Background: an optimization exercise with open tools, aiming at small area, a short achievable clock period and few clock cycles. Do not read the settings as production practice.
RTL that was checked went through simulation tests only; none was proved equivalent to the original.
Only the layout flow was run in run 1; the RTL was not checked for function there.

==> flow/design.v, too long to show whole: its modules and the start of the top module <==
// module Milestone_1: 966 lines
module Milestone_1 (
	input  logic            Clock,
	input  logic            resetn,
	input  logic            start,
	input  logic   [15:0]   SRAM_read_data,
	output logic   [17:0]   SRAM_address,
	output logic   [15:0]   SRAM_write_data,
	output logic            SRAM_we_n,
	output logic            stop
);
  // ...
==> flow/run.sh <==
#!/bin/bash
# synth_recipe.tcl (not shown) runs the flow's synth.tcl, then flattens the netlist and writes it again
# the make line also repeats each setting of config.mk as NAME=value (left out here)
make -C /OpenROAD-flow-scripts/flow DESIGN_CONFIG=/design/flow/config.mk WORK_HOME=/design/flow/orfs CLKGATE_MAP_FILE= SYNTH_SCRIPT=/design/flow/synth_recipe.tcl finish
==> flow/config.mk <==
export PLATFORM = sky130hd
export DESIGN_NAME = Milestone_1
export DESIGN_NICKNAME = Milestone_1
export VERILOG_FILES = /design/flow/design.v
export SDC_FILE = /design/flow/constraint.sdc
export NUM_CORES = 4
export LEC_CHECK = 0
export ABC_CLOCK_PERIOD_IN_PS = 4500
export CAP_MARGIN = 20
export CORE_MARGIN = 2
export CORE_UTILIZATION = 40
export SETUP_SLACK_MARGIN = 5
export SLEW_MARGIN = 20
==> flow/constraint.sdc <==
create_clock -name core_clock -period 11.0 [get_ports {Clock}]
set_input_delay 2.2000 -clock core_clock [delete_from_list [all_inputs] [get_ports {Clock}]]
set_output_delay 2.2000 -clock core_clock [all_outputs]
set_load 0.01 [all_outputs]
==> results.txt, run 1 <==
* Status: finished clean
* Clock Latency Late Sink at 0.63 ns
* Crit-path slowest cell: clkdlybuf4s50_1
* Syn nets at 3034
* Largest net degree at the start of global routing at 75
* Fin util at 45.2%
* Core area at 0.0670 mm^2
* # diodes at 0
* Total Routing Usage GR at 18.6%
* Slew headroom at 30.1%
* Area of the multi-input gates at 0.0145 mm^2
* Worst path cell trace: clkdlybuf4s50_1 -> mux2i_1 -> a21oi_1 -> mux2_2 -> ha_1 -> fa_1 -> a21oi_1 -> nor2_1 -> nor2_1 -> o21bai_1 -> a21oi_1 -> nor2b_1 -> o21ai_0 -> nand2b_1
* Placed wire-length estimate at 49800 um
* Via/cell ratio at 5.07
* Top cell by count, worst path: a21oi_1
* DR top layer: met4
* DRT Pass-1 Iters at 7
* Sequential area share after synthesis at 39.9%
* TritonCTS clock tree: done
* Met3 wire length at 2310 um
* HP Start: c_tmode$_DFF_P_
* Hold Path End: c_tm2$_DFF_P_
* Synth Area in Simple Gates at 10.9%
* Port bufs at 54
* Async S/R FF share, synth at 19.5%
* Post-CTS setup buffer count at 0
* TritonCTS Buffers at 50
* Synth Cell Area at 0.0270 mm^2
* Clk buf depth at 3
* Top reg by flops: uw
* Setup Skew at 0.0378 ns
* Met2 WL post-DR at 31600 um
* First-pass GRT wire length at 102000 um
* Non-Filler Instances at 3543
* Cell count after placement at 3449
* Row count at 95
==> run 2, diff against run 1 <==
--- a/flow/design.v
+++ b/flow/design.v
@@ -13,228 +13,202 @@
 localparam [17:0] U_BASE = 18'd38400;
 localparam [17:0] V_BASE = 18'd57600;
 localparam [17:0] RGB_BASE = 18'd146944;
 logic        run, pre, xg, xga;
 logic [2:0]  p, pa;
 logic [7:0]  kk, kka;
 logic [15:0] ycnt;
 logic [17:0] waddr;
-logic [7:0]  cyr, ylo;
+logic [15:0] yreg;
 logic [7:0]  uw [0:5];
 logic [7:0]  vw [0:5];
 logic [7:0]  uhi, ulo, vlo;
 logic [8:0]  opu, opv;
 logic        negu, negv;
 logic [7:0]  bhold;
 logic [2:0] np;
 logic [7:0] nkk;
 logic       nxg, row_end, last_row;
 assign row_end  = (p == 3'd4) && (kk == 8'd160) && !xg;
 assign last_row = (ycnt == 16'd38400) && !pre;
 always_comb begin
 	nxg = 1'b0;
 	nkk = kka;
 	np  = pa + 3'd1;
-	if (xga && pa == 3'd5) begin
-		nxg = 1'b1;
-		np  = 3'd6;
-	end else if (xga) begin
+	if (xga) begin
 		nkk = 8'd0;
 		np  = 3'd0;
 	end else if (pa == 3'd4) begin
 		np = 3'd0;
 		if (kka == 8'd160) begin
 			nxg = 1'b1;
-			np  = 3'd5;
+			np  = 3'd7;
 		end else begin
 			nkk = kka + 8'd1;
 		end
 	end
 end
-logic        n_rd_y, n_wr, n_rd_uv, b_rd_y, b_wr, b_rd_uv, b_isv;
-logic [1:0]  b_off;
+logic        n_rd_y, n_wr, n_rd_uv;
 logic [17:0] uv_addr;
 logic [1:0]  uv_off;
 logic        uv_isv;
 always_comb begin
 	n_rd_y  = 1'b0;
 	n_wr    = 1'b0;
 	n_rd_uv = 1'b0;
 	uv_off  = 2'd2;
 	uv_isv  = 1'b0;
-	if (nxg) begin
-		n_rd_uv = 1'b1; uv_isv = 1'b1; uv_off = (np == 3'd5) ? 2'd0 : 2'd1;
-	end else if (nkk == 8'd0) begin
-		case (np)
+	if (xga) begin
+		n_rd_uv = 1'b1; uv_isv = 1'b1; uv_off = 2'd0;
+	end else if (kka == 8'd0) begin
+		case (pa)
+			3'd0: begin n_rd_uv = 1'b1; uv_isv = 1'b1; uv_off = 2'd1; end
 			3'd1: n_rd_y = 1'b1;
 			3'd2: begin n_rd_uv = 1'b1; uv_isv = 1'b0; uv_off = 2'd2; end
 			default: ;
 		endcase
 	end else begin
-		case (np)
+		case (pa)
 			3'd0: begin
-				if (!nkk[0]) begin
+				if (!kka[0]) begin
 					uv_isv = 1'b0;
-					if (nkk == 8'd160) begin n_rd_uv = 1'b1; uv_off = 2'd0; end
-					else n_rd_uv = (nkk <= 8'd154);
+					if (kka == 8'd160) begin n_rd_uv = 1'b1; uv_off = 2'd0; end
+					else n_rd_uv = (kka <= 8'd154);
 				end else begin
 					uv_isv = 1'b1;
-					n_rd_uv = (nkk <= 8'd155);
+					n_rd_uv = (kka <= 8'd155);
 				end
 			end
 			3'd1: begin
-				if (nkk == 8'd160) begin n_rd_uv = 1'b1; uv_isv = 1'b0; uv_off = 2'd1; end
+				if (kka == 8'd160) begin n_rd_uv = 1'b1; uv_isv = 1'b0; uv_off = 2'd1; end
 				else n_rd_y = 1'b1;
 			end
-			default: n_wr = 1'b1;
+			default: n_wr = !pre;
 		endcase
 	end
 end
-assign uv_addr = {3'd0, ycnt[15:1]} + (b_isv ? V_BASE : U_BASE) + {16'd0, b_off};
+assign uv_addr = {3'd0, ycnt[15:1]} + (uv_isv ? V_BASE : U_BASE) + {16'd0, uv_off};
 always_ff @(posedge Clock or negedge resetn) begin
 	if (~resetn) begin
 		run <= 1'b0;
 		stop <= 1'b0;
 		pre <= 1'b0;
 		xg <= 1'b0;
 		p <= 3'd0;
 		kk <= 8'd0;
 		pa <= 3'd0;
 		kka <= 8'd0;
 		xga <= 1'b0;
 		ycnt <= 16'd0;
 		waddr <= RGB_BASE;
-		b_rd_y <= 1'b0;
-		b_wr <= 1'b0;
-		b_rd_uv <= 1'b0;
-		b_isv <= 1'b0;
-		b_off <= 2'd0;
 		SRAM_address <= 18'd0;
 		SRAM_we_n <= 1'b1;
 	end else begin
 		SRAM_we_n <= 1'b1;
 		if (!run) begin
 			if (start && !stop) begin
 				run <= 1'b1;
 				pre <= 1'b1;
 				p <= 3'd0;
 				kk <= 8'd160;
 				pa <= 3'd1;
 				kka <= 8'd160;
 				SRAM_address <= U_BASE;
-				b_rd_y <= 1'b0;
-				b_wr <= 1'b0;
-				b_rd_uv <= 1'b1;
-				b_isv <= 1'b0;
-				b_off <= 2'd1;
 			end
 		end else if (row_end && last_row) begin
 			run <= 1'b0;
 			stop <= 1'b1;
 		end else begin
 			p <= pa;
 			kk <= kka;
 			xg <= xga;
 			pa <= np;
 			kka <= nkk;
 			xga <= nxg;
 			if (xga) pre <= 1'b0;
-			b_rd_y <= n_rd_y;
-			b_wr <= n_wr;
-			b_rd_uv <= n_rd_uv;
-			b_isv <= uv_isv;
-			b_off <= uv_off;
-			if (b_rd_y) begin
+			if (n_rd_y) begin
 				SRAM_address <= {2'd0, ycnt};
 				ycnt <= ycnt + 16'd1;
-			end else if (b_wr && !pre) begin
+			end else if (n_wr) begin
 				SRAM_address <= waddr;
 				waddr <= waddr + 18'd1;
 				SRAM_we_n <= 1'b0;
-			end else if (b_rd_uv) begin
+			end else if (n_rd_uv) begin
 				SRAM_address <= uv_addr;
 			end
 		end
 	end
 end
-logic c_s1v, c_tmode, c_tm2, c_tm3, c_isv3, c_first_i, c_ld_opu, c_ld_opv;
+logic c_s1v, c_tmode, c_tm2, c_isv2, c_first_i, c_ld_opu, c_ld_opv;
 logic c_cap_even, c_first_e, c_w1, c_w2;
 always_ff @(posedge Clock) begin
-	c_s1v      <= (pa == 3'd2);
-	c_tmode    <= (pa == 3'd0) && (kka == 8'd0) && !xga;
+	c_s1v      <= (pa == 3'd3);
+	c_tmode    <= (pa == 3'd1) && (kka == 8'd0);
 	c_tm2      <= c_tmode;
-	c_tm3      <= c_tm2;
-	c_isv3     <= (pa == 3'd4);
+	c_isv2     <= (pa == 3'd4);
 	c_first_i  <= (kka == 8'd0) && !xga;
 	c_ld_opu   <= (pa == 3'd3);
 	c_ld_opv   <= (pa == 3'd4);
 	c_cap_even <= (pa == 3'd4);
 	c_first_e  <= (kka == 8'd1);
 	c_w1       <= (pa == 3'd1);
 	c_w2       <= (pa == 3'd2);
 end
-logic [7:0] rd_hi, rd_lo, vin;
+logic [7:0] rd_hi, rd_lo;
 assign rd_hi = SRAM_read_data[15:8];
 assign rd_lo = SRAM_read_data[7:0];
-assign vin = (kk >= 8'd157) ? vw[5] : (kk[0] ? rd_hi : vlo);
 always_ff @(posedge Clock) begin
-	if (p == 3'd3 && kk <= 8'd159 && !xg) begin
-		cyr <= rd_hi;
-		ylo <= rd_lo;
-	end else if (p == 3'd4 && !xg) begin
-		cyr <= ylo;
-	end
+	if (p == 3'd3 && kk <= 8'd159 && !xg) yreg <= SRAM_read_data;
 	if (kk == 8'd160 && p == 3'd2 && !xg) begin
 		uw[0] <= rd_hi; uw[1] <= rd_hi; uw[2] <= rd_hi; uw[3] <= rd_lo;
 	end else if (kk == 8'd160 && p == 3'd3 && !xg) begin
 		uw[4] <= rd_hi; uw[5] <= rd_lo;
-	end else if (p == 3'd0 && kk != 8'd0 && !xg) begin
+	end else if (p == 3'd1 && kk != 8'd0 && !xg) begin
 		uw[0] <= uw[1]; uw[1] <= uw[2]; uw[2] <= uw[3]; uw[3] <= uw[4]; uw[4] <= uw[5];
 		uw[5] <= (kk >= 8'd157) ? uw[5] : (kk[0] ? uhi : ulo);
 	end
 	if (!xg && ((p == 3'd2 && !kk[0] && kk != 8'd0 && kk <= 8'd154) || (p == 3'd4 && kk == 8'd0))) begin
 		uhi <= rd_hi;
 		ulo <= rd_lo;
 	end
-	if (kk == 8'd0 && p == 3'd0 && !xg) begin
-		vw[1] <= rd_hi; vw[2] <= rd_hi; vw[3] <= rd_hi; vw[4] <= rd_lo;
-	end else if (kk == 8'd0 && p == 3'd1 && !xg) begin
-		vw[5] <= rd_hi;
-	end else if (p == 3'd2 && !xg) begin
+	if (kk == 8'd0 && p == 3'd1 && !xg) begin
+		vw[0] <= rd_hi; vw[1] <= rd_hi; vw[2] <= rd_hi; vw[3] <= rd_lo;
+	end else if (kk == 8'd0 && p == 3'd2 && !xg) begin
+		vw[4] <= rd_hi; vw[5] <= rd_lo;
+	end else if (p == 3'd2 && kk != 8'd0 && !xg) begin
 		vw[0] <= vw[1]; vw[1] <= vw[2]; vw[2] <= vw[3]; vw[3] <= vw[4]; vw[4] <= vw[5];
-		vw[5] <= vin;
+		vw[5] <= (kk >= 8'd157) ? vw[5] : (kk[0] ? rd_hi : vlo);
 	end
-	if (!xg && ((p == 3'd2 && kk[0] && kk <= 8'd155) || (p == 3'd1 && kk == 8'd0))) vlo <= rd_lo;
+	if (p == 3'd2 && kk[0] && kk <= 8'd155 && !xg) vlo <= rd_lo;
 end
 logic        uadj;
 logic [7:0]  ia, ib, ic, id, ie, ig;
-logic [8:0]  q1, q2, q3, p1, p1m, p2, p3;
+logic [8:0]  q1, q2, q3, p1m, p2, p3;
 logic [0:0]  ntm;
-logic [18:0] ira, irb, ira_r, irb_r, S;
+logic [18:0] ira, irb, S;
 logic [8:0]  iop;
-logic        ineg, p3big, p3big2;
+logic        ineg, p3big;
 always_comb begin
 	if (c_s1v) begin
-		ia = vw[1]; ib = vw[2]; ic = vw[3]; id = vw[4]; ie = vw[5]; ig = vin;
+		ia = vw[0]; ib = vw[1]; ic = vw[2]; id = vw[3]; ie = vw[4]; ig = vw[5];
 	end else begin
 		ia = uw[0]; ib = uw[1]; ic = uw[2]; id = uw[3]; ie = uw[4]; ig = uw[5];
 	end
 	q1 = {1'b0, ia} + {1'b0, ig};
 	q2 = {1'b0, ib} + {1'b0, ie};
 	q3 = {1'b0, ic} + {1'b0, id};
 end
 always_ff @(posedge Clock) begin
-	p1    <= q1;
+	p1m   <= c_tmode ? 9'd0 : q1;
 	p2    <= q2;
 	p3    <= q3;
 	p3big <= (q3 >= 9'd413);
 end
 assign ntm = ~c_tm2;
-assign p1m = c_tm2 ? 9'd0 : p1;
 wire it_s0, it_c0, it_s1, it_c1, it_s2, it_c2, it_s3, it_c3, it_s4, it_c4, it_s5, it_c5, it_s6, it_c6, it_s7, it_c7, it_s8, it_c8, it_s9, it_c9, it_s10, it_c10, it_s11, it_c11, it_s12, it_c12, it_s13, it_c13, it_s14, it_c14, it_s15, it_c15, it_s16, it_c16, it_s17, it_c17, it_s18, it_c18, it_s19, it_c19, it_s20, it_c20, it_s21, it_c21, it_s22, it_c22, it_s23, it_c23, it_s24, it_c24, it_s25, it_c25, it_s26, it_c26, it_s27, it_c27, it_s28, it_c28, it_s29, it_c29, it_s30, it_c30, it_s31, it_c31, it_s32, it_c32, it_s33, it_c33, it_s34, it_c34, it_s35, it_c35, it_s36, it_c36, it_s37, it_c37, it_s38, it_c38, it_s39, it_c39, it_s40, it_c40, it_s41, it_c41, it_s42, it_c42, it_s43, it_c43, it_s44, it_c44, it_s45, it_c45, it_s46, it_c46, it_s47, it_c47, it_s48, it_c48, it_s49, it_c49, it_s50, it_c50, it_s51, it_c51, it_s52, it_c52, it_s53, it_c53, it_s54, it_c54, it_s55, it_c55, it_s56, it_c56, it_s57, it_c57, it_s58, it_c58, it_s59, it_c59, it_s60, it_c60, it_s61, it_c61, it_s62, it_c62, it_s63, it_c63, it_s64, it_c64, it_s65, it_c65, it_s66, it_c66, it_s67, it_c67, it_s68, it_c68, it_s69, it_c69, it_s70, it_c70;
 assign it_s0 = ~p3[7] ^ p3[2];
 assign it_c0 = ~p3[7] & p3[2];
 assign it_s1 = ~p3[8] ^ p3[3];
 assign it_c1 = ~p3[8] & p3[3];
 assign it_s2 = ~p3[5] ^ p3[0];
 assign it_c2 = ~p3[5] & p3[0];
 assign it_s3 = ~p3[6] ^ p3[1] ^ ~p2[4];
@@ -370,113 +344,110 @@
 assign it_s68 = it_s40 ^ it_c52 ^ it_s53;
 assign it_c68 = (it_s40 & it_c52) | (it_s40 & it_s53) | (it_c52 & it_s53);
 assign it_s69 = it_s41 ^ it_c53 ^ it_s54;
 assign it_c69 = (it_s41 & it_c53) | (it_s41 & it_s54) | (it_c53 & it_s54);
 assign it_s70 = p3[8] ^ it_c41 ^ it_c54;
 assign it_c70 = (p3[8] & it_c41) | (p3[8] & it_c54) | (it_c41 & it_c54);
 assign ira = {1'b1, 1'b1, 1'b1, it_c69, it_c68, it_c67, it_c66, it_c65, it_c64, it_c63, it_c62, it_c61, it_c60, it_c59, it_c58, it_c57, it_c56, it_c55, 1'b1};
 assign irb = {1'b0, 1'b0, it_c70, it_s70, it_s69, it_s68, it_s67, it_s66, it_s65, it_s64, it_s63, it_s62, it_s61, it_s60, it_s59, it_s58, it_s57, it_s56, it_s55};
-always_ff @(posedge Clock) begin
-	ira_r  <= ira;
-	irb_r  <= irb;
-	p3big2 <= p3big;
-end
-assign S = ira_r + irb_r;
+assign S = ira + irb;
 always_comb begin
 	iop  = S[16:8] - 9'd128;
 	ineg = S[18];
-	if (c_first_i && !c_isv3) begin
+	if (c_first_i && !c_isv2) begin
 		iop[8] = iop[8] ^ uadj;
 		ineg = 1'b0;
-	end else if (c_first_i && c_isv3 && p3big2) begin
+	end else if (c_first_i && c_isv2 && p3big) begin
 		iop[8] = ~iop[8];
 		ineg = ~(~S[18] & S[16]);
 	end
 end
 always_ff @(posedge Clock) begin
-	if (c_tm3) uadj <= S[18] | S[17] | S[16];
+	if (c_tm2) uadj <= S[18] | S[17] | S[16];
 	if (c_ld_opu) begin
 		opu  <= iop;
 		negu <= ineg;
 	end
 	if (c_ld_opv) begin
 		opv  <= iop;
 		negv <= ineg;
 	end
 end
 logic        e_even, e_negu, e_negv, e_first;
+logic [7:0]  cy;
 logic [24:0] yta, ytb, yt_n, yt;
 logic [8:0]  xu, xv;
-always_ff @(posedge Clock) begin
-	e_even  <= c_cap_even;
-	e_negu  <= negu;
-	e_negv  <= negv;
-	e_first <= c_first_e;
-	yt <= yt_n;
-	if (c_cap_even) begin
-		xu <= {uw[2][7], ~uw[2][7], uw[2][6:0]};
-		xv <= {vw[2][7], ~vw[2][7], vw[2][6:0]};
-	end else begin
-		xu <= {~opu[8], opu[7:0]};
-		xv <= {~opv[8], opv[7:0]};
-	end
-end
+assign cy = c_cap_even ? yreg[15:8] : yreg[7:0];
 wire ey_s0, ey_c0, ey_s1, ey_c1, ey_s2, ey_c2, ey_s3, ey_c3, ey_s4, ey_c4, ey_s5, ey_c5, ey_s6, ey_c6, ey_s7, ey_c7, ey_s8, ey_c8, ey_s9, ey_c9, ey_s10, ey_c10, ey_s11, ey_c11, ey_s12, ey_c12, ey_s13, ey_c13, ey_s14, ey_c14, ey_s15, ey_c15, ey_s16, ey_c16, ey_s17, ey_c17, ey_s18, ey_c18, ey_s19, ey_c19, ey_s20, ey_c20, ey_s21, ey_c21, ey_s22, ey_c22, ey_s23, ey_c23;
-assign ey_s0 = cyr[7] ^ cyr[5];
-assign ey_c0 = cyr[7] & cyr[5];
-assign ey_s1 = cyr[6] ^ cyr[4];
-assign ey_c1 = cyr[6] & cyr[4];
-assign ey_s2 = cyr[7] ^ cyr[5];
-assign ey_c2 = cyr[7] & cyr[5];
-assign ey_s3 = cyr[4] ^ cyr[2];
-assign ey_c3 = cyr[4] & cyr[2];
-assign ey_s4 = cyr[5] ^ cyr[3] ^ cyr[1];
-assign ey_c4 = (cyr[5] & cyr[3]) | (cyr[5] & cyr[1]) | (cyr[3] & cyr[1]);
-assign ey_s5 = cyr[6] ^ cyr[4] ^ cyr[2];
-assign ey_c5 = (cyr[6] & cyr[4]) | (cyr[6] & cyr[2]) | (cyr[4] & cyr[2]);
-assign ey_s6 = cyr[3] ^ cyr[0] ^ 1'b1;
-assign ey_c6 = (cyr[3] & cyr[0]) | (cyr[3] & 1'b1) | (cyr[0] & 1'b1);
-assign ey_s7 = cyr[1] ^ 1'b1 ^ ey_c0;
-assign ey_c7 = (cyr[1] & 1'b1) | (cyr[1] & ey_c0) | (1'b1 & ey_c0);
-assign ey_s8 = cyr[2] ^ 1'b1 ^ ey_c1;
-assign ey_c8 = (cyr[2] & 1'b1) | (cyr[2] & ey_c1) | (1'b1 & ey_c1);
-assign ey_s9 = cyr[6] ^ cyr[3] ^ 1'b1;
-assign ey_c9 = (cyr[6] & cyr[3]) | (cyr[6] & 1'b1) | (cyr[3] & 1'b1);
-assign ey_s10 = cyr[7] ^ cyr[4];
-assign ey_c10 = cyr[7] & cyr[4];
-assign ey_s11 = cyr[2] ^ cyr[0];
-assign ey_c11 = cyr[2] & cyr[0];
-assign ey_s12 = cyr[3] ^ cyr[1] ^ 1'b1;
-assign ey_c12 = (cyr[3] & cyr[1]) | (cyr[3] & 1'b1) | (cyr[1] & 1'b1);
-assign ey_s13 = cyr[0] ^ 1'b1 ^ ey_s3;
-assign ey_c13 = (cyr[0] & 1'b1) | (cyr[0] & ey_s3) | (1'b1 & ey_s3);
+assign ey_s0 = cy[7] ^ cy[5];
+assign ey_c0 = cy[7] & cy[5];
+assign ey_s1 = cy[6] ^ cy[4];
+assign ey_c1 = cy[6] & cy[4];
+assign ey_s2 = cy[7] ^ cy[5];
+assign ey_c2 = cy[7] & cy[5];
+assign ey_s3 = cy[4] ^ cy[2];
+assign ey_c3 = cy[4] & cy[2];
+assign ey_s4 = cy[5] ^ cy[3] ^ cy[1];
+assign ey_c4 = (cy[5] & cy[3]) | (cy[5] & cy[1]) | (cy[3] & cy[1]);
+assign ey_s5 = cy[6] ^ cy[4] ^ cy[2];
+assign ey_c5 = (cy[6] & cy[4]) | (cy[6] & cy[2]) | (cy[4] & cy[2]);
+assign ey_s6 = cy[3] ^ cy[0] ^ 1'b1;
+assign ey_c6 = (cy[3] & cy[0]) | (cy[3] & 1'b1) | (cy[0] & 1'b1);
+assign ey_s7 = cy[1] ^ 1'b1 ^ ey_c0;
+assign ey_c7 = (cy[1] & 1'b1) | (cy[1] & ey_c0) | (1'b1 & ey_c0);
+assign ey_s8 = cy[2] ^ 1'b1 ^ ey_c1;
+assign ey_c8 = (cy[2] & 1'b1) | (cy[2] & ey_c1) | (1'b1 & ey_c1);
+assign ey_s9 = cy[6] ^ cy[3] ^ 1'b1;
+assign ey_c9 = (cy[6] & cy[3]) | (cy[6] & 1'b1) | (cy[3] & 1'b1);
+assign ey_s10 = cy[7] ^ cy[4];
+assign ey_c10 = cy[7] & cy[4];
+assign ey_s11 = cy[2] ^ cy[0];
+assign ey_c11 = cy[2] & cy[0];
+assign ey_s12 = cy[3] ^ cy[1] ^ 1'b1;
+assign ey_c12 = (cy[3] & cy[1]) | (cy[3] & 1'b1) | (cy[1] & 1'b1);
+assign ey_s13 = cy[0] ^ 1'b1 ^ ey_s3;
+assign ey_c13 = (cy[0] & 1'b1) | (cy[0] & ey_s3) | (1'b1 & ey_s3);
 assign ey_s14 = 1'b1 ^ ey_c3 ^ ey_s4;
 assign ey_c14 = (1'b1 & ey_c3) | (1'b1 & ey_s4) | (ey_c3 & ey_s4);
 assign ey_s15 = 1'b1 ^ ey_c4 ^ ey_s5;
 assign ey_c15 = (1'b1 & ey_c4) | (1'b1 & ey_s5) | (ey_c4 & ey_s5);
 assign ey_s16 = ey_s0 ^ ey_c5 ^ ey_s6;
 assign ey_c16 = (ey_s0 & ey_c5) | (ey_s0 & ey_s6) | (ey_c5 & ey_s6);
 assign ey_s17 = ey_s1 ^ ey_c6 ^ ey_s7;
 assign ey_c17 = (ey_s1 & ey_c6) | (ey_s1 & ey_s7) | (ey_c6 & ey_s7);
 assign ey_s18 = ey_s2 ^ ey_c7 ^ ey_s8;
 assign ey_c18 = (ey_s2 & ey_c7) | (ey_s2 & ey_s8) | (ey_c7 & ey_s8);
 assign ey_s19 = ey_c2 ^ ey_c8 ^ ey_s9;
 assign ey_c19 = (ey_c2 & ey_c8) | (ey_c2 & ey_s9) | (ey_c8 & ey_s9);
 assign ey_s20 = 1'b1 ^ ey_c9 ^ ey_s10;
 assign ey_c20 = (1'b1 & ey_c9) | (1'b1 & ey_s10) | (ey_c9 & ey_s10);
-assign ey_s21 = cyr[5] ^ 1'b1 ^ ey_c10;
-assign ey_c21 = (cyr[5] & 1'b1) | (cyr[5] & ey_c10) | (1'b1 & ey_c10);
-assign ey_s22 = cyr[6] ^ 1'b1;
-assign ey_c22 = cyr[6] & 1'b1;
-assign ey_s23 = cyr[7] ^ 1'b1;
-assign ey_c23 = cyr[7] & 1'b1;
-assign yta = {1'b1, ey_c22, ey_c21, ey_c20, ey_c19, ey_c18, ey_c17, ey_c16, ey_c15, ey_c14, ey_c13, ey_c12, ey_c11, 1'b1, cyr[1], ~cyr[7], ~cyr[6], ~cyr[5], ~cyr[4], ~cyr[3], ~cyr[2], ~cyr[1], ~cyr[0], 1'b0, 1'b0};
-assign ytb = {ey_c23, ey_s23, ey_s22, ey_s21, ey_s20, ey_s19, ey_s18, ey_s17, ey_s16, ey_s15, ey_s14, ey_s13, ey_s12, ey_s11, 1'b1, cyr[0], 1'b0, 1'b0, 1'b0, 1'b0, 1'b0, 1'b0, 1'b1, 1'b0, 1'b0};
+assign ey_s21 = cy[5] ^ 1'b1 ^ ey_c10;
+assign ey_c21 = (cy[5] & 1'b1) | (cy[5] & ey_c10) | (1'b1 & ey_c10);
+assign ey_s22 = cy[6] ^ 1'b1;
+assign ey_c22 = cy[6] & 1'b1;
+assign ey_s23 = cy[7] ^ 1'b1;
+assign ey_c23 = cy[7] & 1'b1;
+assign yta = {1'b1, ey_c22, ey_c21, ey_c20, ey_c19, ey_c18, ey_c17, ey_c16, ey_c15, ey_c14, ey_c13, ey_c12, ey_c11, 1'b1, cy[1], ~cy[7], ~cy[6], ~cy[5], ~cy[4], ~cy[3], ~cy[2], ~cy[1], ~cy[0], 1'b0, 1'b0};
+assign ytb = {ey_c23, ey_s23, ey_s22, ey_s21, ey_s20, ey_s19, ey_s18, ey_s17, ey_s16, ey_s15, ey_s14, ey_s13, ey_s12, ey_s11, 1'b1, cy[0], 1'b0, 1'b0, 1'b0, 1'b0, 1'b0, 1'b0, 1'b1, 1'b0, 1'b0};
 assign yt_n = yta + ytb;
+always_ff @(posedge Clock) begin
+	e_even  <= c_cap_even;
+	e_negu  <= negu;
+	e_negv  <= negv;
+	e_first <= c_first_e;
+	yt <= yt_n;
+	if (c_cap_even) begin
+		xu <= {uw[2][7], ~uw[2][7], uw[2][6:0]};
+		xv <= {vw[2][7], ~vw[2][7], vw[2][6:0]};
+	end else begin
+		xu <= {~opu[8], opu[7:0]};
+		xv <= {~opv[8], opv[7:0]};
+	end
+end
 logic [26:0] ra, rb, ga, gb, ba, bb;
 logic [16:0] rlo, glo, blo;
 wire er_s0, er_c0, er_s1, er_c1, er_s2, er_c2, er_s3, er_c3, er_s4, er_c4, er_s5, er_c5, er_s6, er_c6, er_s7, er_c7, er_s8, er_c8, er_s9, er_c9, er_s10, er_c10, er_s11, er_c11, er_s12, er_c12, er_s13, er_c13, er_s14, er_c14, er_s15, er_c15, er_s16, er_c16, er_s17, er_c17, er_s18, er_c18, er_s19, er_c19, er_s20, er_c20, er_s21, er_c21, er_s22, er_c22, er_s23, er_c23, er_s24, er_c24, er_s25, er_c25, er_s26, er_c26, er_s27, er_c27, er_s28, er_c28, er_s29, er_c29, er_s30, er_c30, er_s31, er_c31, er_s32, er_c32, er_s33, er_c33, er_s34, er_c34, er_s35, er_c35, er_s36, er_c36, er_s37, er_c37, er_s38, er_c38, er_s39, er_c39, er_s40, er_c40, er_s41, er_c41, er_s42, er_c42, er_s43, er_c43, er_s44, er_c44, er_s45, er_c45, er_s46, er_c46, er_s47, er_c47, er_s48, er_c48, er_s49, er_c49, er_s50, er_c50, er_s51, er_c51, er_s52, er_c52, er_s53, er_c53, er_s54, er_c54, er_s55, er_c55, er_s56, er_c56, er_s57, er_c57, er_s58, er_c58, er_s59, er_c59, er_s60, er_c60, er_s61, er_c61, er_s62, er_c62, er_s63, er_c63, er_s64, er_c64, er_s65, er_c65, er_s66, er_c66, er_s67, er_c67;
 assign er_s0 = yt[6] ^ ~xv[6];
 assign er_c0 = yt[6] & ~xv[6];
 assign er_s1 = yt[7] ^ ~xv[7] ^ xv[5];
 assign er_c1 = (yt[7] & ~xv[7]) | (yt[7] & xv[5]) | (~xv[7] & xv[5]);
 assign er_s2 = yt[8] ^ ~xv[8] ^ xv[6];
==> run 2 against run 1 <==
  * Die area fell by 3.1%
  * Synthesized area down 3.2%
  * Critical path depth increased by 3
  * Still clean
  * Clock skew rose by 0.0067 ns
==> results.txt, run 2 <==
* Status: finished clean
* Hold slack at 0.325 ns
* Die ar. at 0.0675 mm^2
* Core area at 0.0646 mm^2 (-3.7%)
* EDFF count, synth at 157
* Synth Area in Simple Gates at 9.71% (-1.2 points)
* Area share of the largest cell type after synthesis at 18.0%
* DIE WIDTH at 260 um
* DRC at 0
* CP Launch Type: register
* Critical path class: reg2reg
* Cts hold-fix bufs at 0
* Placed wire-length estimate at 48900 um (-1.9%)
* WL final at 63400 um
* Synth Cell Area at 0.0262 mm^2 (-3.2%)
* Dpl ws at 6.08 ns
* Synth area leader: edfxtp_1
* Row count at 93 (-2.1%)
* Setup tns final at 0 ns
* Worst-path clk slew at 0.06 ns
* DRT Pass-1 Iters at 5 (-2)
* Post-Synth XOR/XNOR Area at 3.41%
* Mux cell area share after synthesis at 4.47%
* Slew headroom at 33.1% (+3.0 points)
* Total Routing Usage GR at 19.1% (+0.51 points)
* CTS root buf: clkbuf_16
* Largest net degree at the start of global routing at 81 (+8.0%)
* Worst Path Max Fanout at 4
* Clk buf depth at 3 (unchanged)
* # IOs at 55
* Gr ovfl total at 0
* DRT iter0 DRCs at 867
* Initial core utilization at 40.6%
* Ys flop type: dfxtp_1
* Final Cycle Share at 45.3%
* Fin util at 45.2% (about the same)
* Vias in the first global route at 17700
* Regs by FF count: uw: 48 flops, vw: 48 flops, yt: 23 flops
* Max cap viols at 0
* Most frequent cells in the layout: 426 x inv_1, 252 x nand2_1, 239 x ha_1, 211 x fa_1, 171 x dfxtp_1
* Drt wl/cell at 18.5 um
* Adder-cell area share of the yosys netlist at 27.6%
* Critical Path RT at 11.35 ns
* Register bit count reported by yosys at 410
* Count of cell types in the netlist at 77
* Fmax at 200 MHz
* TritonCTS clock tree: done
* Sequential area share after synthesis at 38.9% (-0.95 points)
* Ys Warns at 3
* Max-slew violations at 0
* Top post-synthesis cells by count: 426 x inv_1, 253 x nand2_1, 239 x ha_1
* Ranking of synthesized cells by area: edfxtp_1 18%, fa_1 16%, dfxtp_1 13%
* Tightest Hold Check Type: reg2reg
* RSZ-0062 raised after global routing: false
* Fin. Hold Viols at 0
* Initial antenna violation count at 1
* Min Tclk post-route at 4.99 ns
* Port bufs at 54 (unchanged)
* Most frequent cell after synthesis: inv_1
* Worst Slack Setup Final at 6.01 ns
* Async S/R FF share, synth at 19.5% (+0.055 points)
* Via/cell ratio at 5.07 (about the same)
* Mean Syn Cell Area at 10.6 um^2
* Remaining antenna violation count at 0
* Synthesis-to-layout area growth at 11.4%
* # setup viols final at 0
* TritonCTS Buffers at 46 (-8.0%)
* Post-layout net count at 2998
* Clock Sinks at 410
* Most common cell after layout, fill and taps aside: inv_1
* Worst slew pin tran at 1.00 ns
* H-tree levels at 2
* Die Ht at 260 um
* Via count at 17400
* Routability cong. at 0.897
* Largest family of logic cells by synthesized area: adder cells
* Fraction of layout cells with a size suffix above 1 at 7.49%
* CP arrival at 5.34 ns
* Compound-gate portion of the synthesized area at 9.05%
* Clock Latency Late Sink at 0.60 ns (-0.03 ns)
* Gate count of the mapped netlist at 2463
* Setup Skew at 0.0445 ns (+0.00670 ns)
* Post-CTS setup buffer count at 0 (unchanged)
* Worst setup EP type: register
* Post-cts repair resize count at 0
* First-pass GRT wire length at 100000 um (-1.5%)
* Syn nets at 2932 (-3.4%)
[run 2: layout make-up]
cell class	count	area (um^2)
diodes	1	2.50
clock buffers	63	1270
clock inverters	20	159
fillers	5990	35400
inverters	426	1600
multi-input cells	1575	14200
flip-flops and latches	410	10200
well taps	855	1070
repair buffers	70	662
[run 2: worst paths after layout]
kind	startpoint	endpoint	slack, ns	cells after the start
setup reg to reg	p3[8]$_DFF_P_	negu$_DFFE_PP_	6.01	17
setup / recovery	p3[8]$_DFF_P_	negu$_DFFE_PP_	6.01	17
hold reg to reg	e_first$_DFF_P_	e2_first$_DFF_P_	0.32	0
min in group asynchronous	resetn	kk[3]$_DFFE_PN0P_	1.62	1
max in group asynchronous	resetn	kka[5]$_DFFE_PN0P_	8.84	1
hold / removal	e_first$_DFF_P_	e2_first$_DFF_P_	0.32	0
[run 2: cells by family (layout without fill, tap and decap cells)]
family | count (synthesis) | count (layout)
compound gates | 352 | 352
xor+xnor | 102 | 102
fa+ha+maj | 451 | 451
buf+inv | 478 | 579
flops | 410 | 410
mux | 107 | 107
other cells | 0 | 1
simple gates | 563 | 563
[run 2: metrics by stage]
stage | instance area [um^2] | instances
6_report | 29200 | 3420
5_1_grt | 29200 | 3419
4_1_cts | 29200 | 3419
3_5_place_dp | 27700 | 3336
3_3_place_gp | 27700 | 3336
2_1_floorplan | 26200 | 2463
[run 2: critical path, stage by stage (launching register included)]
cell	delay [ns]
dfxtp_1	0.31
inv_1	0.08
ha_1	0.31
inv_1	0.05
fa_1	0.47
inv_1	0.05
fa_1	0.40
fa_1	0.53
fa_1	0.41
ha_1	0.34
a211oi_1	0.29
nand2b_1	0.08
a211o_1	0.27
a31o_2	0.26
a21oi_1	0.23
o21bai_1	0.14
maj3_1	0.34
o32ai_1	0.17
[run 2: metal layers]
metal,track usage [%],wire length [um],up-vias
met3,2.27,2560,87
met1,26.3,29400,8561
met4,5.51,1570,0
li1,-,-,8338
met2,31.8,29800,364
met5,0,0,-
Testbench counts of run 2, summed over its fixed seeds: cycles 773,784.

==> static timing again, ports no longer ideal <==
How much do the figures lean on ideal ports? The routed layouts below were timed once more, with nothing changed but the port constraints. Step 1 (the two cells are an assumption about what drives the block):
set clk [get_ports {Clock}]
set_driving_cell -lib_cell sky130_fd_sc_hd__clkbuf_16 $clk
set_driving_cell -lib_cell sky130_fd_sc_hd__buf_2 [delete_from_list [all_inputs] $clk]
Step 2 also shifts input and output timing later by t, the mid clock arrival at the registers, as if the neighbouring blocks saw the same clock. Slacks: no drivers / after step 1 / after step 2; pairs: no drivers / after step 1.
| run | shift t [ns] | slack for setup (ns) | worst setup path after step 2 | clock arrival spread, ns |
|---|---|---|---|---|
| run 1 | 0.669 | 6.487 / 6.523 / 5.854 | input to register | 0.045 / 0.046 |
| run 2 | 0.646 | 6.012 / 6.012 / 6.012 | register to register | 0.049 / 0.048 |
After both steps every run listed still meets setup and hold. The setup slack of run 1, which loses most, moves by +0.036 ns with the drivers and by -0.633 ns with both steps.
